Source: an optimization exercise on an open RTL-to-GDS flow (aim: small area, a short achievable clock period and few clock cycles). Production flows keep margins and buffers that such runs may drop. Function was checked by simulation only, so behaviour that the tests miss may differ from the original.

Setup of wip/zinc:
==> flow/design.v <==
module sqrt_u32(
        input             clk,
        input             rst_n,
        input             vld_in,
        input      [31:0] x,
        output reg        vld_out,
        output     [15:0] y
    );
    reg          busy;
    reg [3:0]    c;                         
    reg [16:0]   r;                         
    reg [12:0]   xh;                        
    reg [15:0]   z;                         
    assign y = z;
    function [32:0] step(input [32:0] rq, input [1:0] xx);
        reg [18:0] a;
        reg [18:0] b;
        reg [18:0] d;
        reg        s;
        begin
            s = rq[32];
            a = {rq[32:16], xx};
            b = {{2{~s}}, rq[14:0] ^ {15{~s}}, 1'b1, s};
            d = a + b + {18'd0, ~s};
            step = {d[16:0], rq[14:0], ~d[18]};
        end
    endfunction
    function [19:0] first(input [5:0] top);
        begin
            case (top)
            6'd0: first = {17'h1ffff, 3'd0};
            6'd1: first = {17'h00000, 3'd1};
            6'd2: first = {17'h00001, 3'd1};
            6'd3: first = {17'h00002, 3'd1};
            6'd4: first = {17'h1fffb, 3'd2};
            6'd5: first = {17'h1fffc, 3'd2};
            6'd6: first = {17'h1fffd, 3'd2};
            6'd7: first = {17'h1fffe, 3'd2};
            6'd8: first = {17'h1ffff, 3'd2};
            6'd9: first = {17'h00000, 3'd3};
            6'd10: first = {17'h00001, 3'd3};
            6'd11: first = {17'h00002, 3'd3};
            6'd12: first = {17'h00003, 3'd3};
            6'd13: first = {17'h00004, 3'd3};
            6'd14: first = {17'h00005, 3'd3};
            6'd15: first = {17'h00006, 3'd3};
            6'd16: first = {17'h1fff7, 3'd4};
            6'd17: first = {17'h1fff8, 3'd4};
            6'd18: first = {17'h1fff9, 3'd4};
            6'd19: first = {17'h1fffa, 3'd4};
            6'd20: first = {17'h1fffb, 3'd4};
            6'd21: first = {17'h1fffc, 3'd4};
            6'd22: first = {17'h1fffd, 3'd4};
            6'd23: first = {17'h1fffe, 3'd4};
            6'd24: first = {17'h1ffff, 3'd4};
            6'd25: first = {17'h00000, 3'd5};
            6'd26: first = {17'h00001, 3'd5};
            6'd27: first = {17'h00002, 3'd5};
            6'd28: first = {17'h00003, 3'd5};
            6'd29: first = {17'h00004, 3'd5};
            6'd30: first = {17'h00005, 3'd5};
            6'd31: first = {17'h00006, 3'd5};
            6'd32: first = {17'h00007, 3'd5};
            6'd33: first = {17'h00008, 3'd5};
            6'd34: first = {17'h00009, 3'd5};
            6'd35: first = {17'h0000a, 3'd5};
            6'd36: first = {17'h1fff3, 3'd6};
            6'd37: first = {17'h1fff4, 3'd6};
            6'd38: first = {17'h1fff5, 3'd6};
            6'd39: first = {17'h1fff6, 3'd6};
            6'd40: first = {17'h1fff7, 3'd6};
            6'd41: first = {17'h1fff8, 3'd6};
            6'd42: first = {17'h1fff9, 3'd6};
            6'd43: first = {17'h1fffa, 3'd6};
            6'd44: first = {17'h1fffb, 3'd6};
            6'd45: first = {17'h1fffc, 3'd6};
            6'd46: first = {17'h1fffd, 3'd6};
            6'd47: first = {17'h1fffe, 3'd6};
            6'd48: first = {17'h1ffff, 3'd6};
            6'd49: first = {17'h00000, 3'd7};
            6'd50: first = {17'h00001, 3'd7};
            6'd51: first = {17'h00002, 3'd7};
            6'd52: first = {17'h00003, 3'd7};
            6'd53: first = {17'h00004, 3'd7};
            6'd54: first = {17'h00005, 3'd7};
            6'd55: first = {17'h00006, 3'd7};
            6'd56: first = {17'h00007, 3'd7};
            6'd57: first = {17'h00008, 3'd7};
            6'd58: first = {17'h00009, 3'd7};
            6'd59: first = {17'h0000a, 3'd7};
            6'd60: first = {17'h0000b, 3'd7};
            6'd61: first = {17'h0000c, 3'd7};
            6'd62: first = {17'h0000d, 3'd7};
            6'd63: first = {17'h0000e, 3'd7};
            default: first = 20'd0;
            endcase
        end
    endfunction
    wire [14:0] valid = {c >= 4'd12, c >= 4'd11, c >= 4'd10, c >= 4'd9, c >= 4'd8, c >= 4'd7, c >= 4'd6, c >= 4'd5, c >= 4'd4, c >= 4'd3, c >= 4'd2, c >= 4'd1, 1'b1, 1'b1, 1'b1};
    wire [19:0] ld = first(x[31:26]);
    reg [32:0] it;                          
    integer k;
    always @* begin
        it = {r, 1'b0, z[14:0] & valid};
        for (k = 0; k < 1; k = k + 1)
            it = step(it, {xh[12-k], z[15-k]});
    end
    always @(posedge clk or negedge rst_n) begin
        if (!rst_n) begin
            busy    <= 1'b0;
            vld_out <= 1'b0;
        end else begin
            vld_out <= busy && c == 4'd12;
            if (!busy)
                busy <= vld_in;
            else if (c == 4'd12)
                busy <= 1'b0;
        end
    end
    always @(posedge clk) begin
        if (!busy) begin
            r  <= ld[19:3];
            xh <= {x[25], x[23], x[21], x[19], x[17], x[15], x[13], x[11], x[9], x[7], x[5], x[3], x[1]};
            z  <= {x[24], x[22], x[20], x[18], x[16], x[14], x[12], x[10], x[8], x[6], x[4], x[2], x[0], ld[2:0]};
            c  <= 4'd0;
        end else begin
            r  <= it[32:16];
            xh <= xh << 1;
            z  <= {z[14:0], it[0:0]};
            c  <= c + 4'd1;
        end
    end
endmodule
==> flow/config.mk <==
export PLATFORM = sky130hd
export DESIGN_NAME = sqrt_u32
export DESIGN_NICKNAME = sqrt_u32
export VERILOG_FILES = /design/flow/design.v
export SDC_FILE = /design/flow/constraint.sdc
export NUM_CORES = 4
export LEC_CHECK = 0
export CAP_MARGIN = 20
export CORE_MARGIN = 2
export CORE_UTILIZATION = 40
export SLEW_MARGIN = 20
==> flow/constraint.sdc <==
create_clock -name core_clock -period 10.0 [get_ports {clk}]
set_input_delay 2.0000 -clock core_clock [delete_from_list [all_inputs] [get_ports {clk}]]
set_output_delay 2.0000 -clock core_clock [all_outputs]
set_load 0.01 [all_outputs]
standard.sh (not shown) runs the stock make flow with config.mk's settings and CLKGATE_MAP_FILE= SYNTH_SCRIPT=/design/flow/synth_recipe.tcl, a recipe that flattens the netlist after the stock synthesis.
==> flow/flow/run.sh <==
#!/bin/bash
set -euo pipefail
MARGIN=$(cat flow/margin.txt)
bash standard.sh \
  "SETUP_SLACK_MARGIN=$MARGIN" \
  "BUFFER_PORTS_ARGS=-buffer_cell sky130_fd_sc_hd__buf_1" \
  finish > standard.log 2>&1
==> flow/flow/margin.txt <==
7.0
wip/zinc: all stages complete, timing, DRC and antenna checks passed
Testbench counts of wip/zinc, summed over its fixed seeds: cycles 33,608.
Inputs modified between wip/zinc and wip/yarrow:
--- a/flow/design.v
+++ b/flow/design.v
@@ -96,7 +96,21 @@
             endcase
         end
     endfunction
-    wire [14:0] valid = {c >= 4'd12, c >= 4'd11, c >= 4'd10, c >= 4'd9, c >= 4'd8, c >= 4'd7, c >= 4'd6, c >= 4'd5, c >= 4'd4, c >= 4'd3, c >= 4'd2, c >= 4'd1, 1'b1, 1'b1, 1'b1};
+    wire [14:0] valid = {(c[3] & c[2]),
+                     (c[3] & (c[2] | (c[1] & c[0]))),
+                     (c[3] & (c[2] | c[1])),
+                     (c[3] & (c[2] | (c[1] | c[0]))),
+                     c[3],
+                     (c[3] | (c[2] & (c[1] & c[0]))),
+                     (c[3] | (c[2] & c[1])),
+                     (c[3] | (c[2] & (c[1] | c[0]))),
+                     (c[3] | c[2]),
+                     (c[3] | (c[2] | (c[1] & c[0]))),
+                     (c[3] | (c[2] | c[1])),
+                     (c[3] | (c[2] | (c[1] | c[0]))),
+                     1'b1,
+                     1'b1,
+                     1'b1};
     wire [19:0] ld = first(x[31:26]);
     reg [32:0] it;                          
     integer k;
## What came out
- Worst-case setup slack after placement: wip/yarrow vs wip/zinc down 0.48 ns
- Via count of the routed design ends up higher on wip/zinc.
- [compare] base=wip/zinc new=wip/yarrow: number of non-clock buffers now larger; final wirelength went down 710 um; starting density of the core now smaller.
- wip/yarrow ended up with a lower placed wire-length estimate than wip/zinc did.
- Part of the cycle the worst path needs ended up 0.19 points higher on wip/yarrow than on wip/zinc.
Testbench counts of wip/yarrow, summed over its fixed seeds: cycles 33,608.

## port drivers added, routing unchanged
No port has a modelled driver above. Below, the same layouts with a new extraction and two added sets of constraints. Step 1 sets driving cells, clkbuf_16 on the clock port and buf_2 on the other inputs (assumed; they add their load-dependent delay and slew). Step 2, shift: input delay + t, output delay - t, t = (earliest + latest rising clock arrival at the registers) / 2. This alone moves slack from input paths to output paths. a / b / c = no drivers / after step 1 / after step 2; a / b = the first two.
| run | t, ns | setup slack, ns | worst register clock-pin slew, ns |
|---|---|---|---|
| wip/zinc | 0.332 | 7.090 / 7.076 / 6.763 | 0.10 / 0.10 |
| wip/yarrow | 0.335 | 7.071 / 7.077 / 6.744 | 0.10 / 0.10 |
After both steps setup and hold are still met in every run listed.
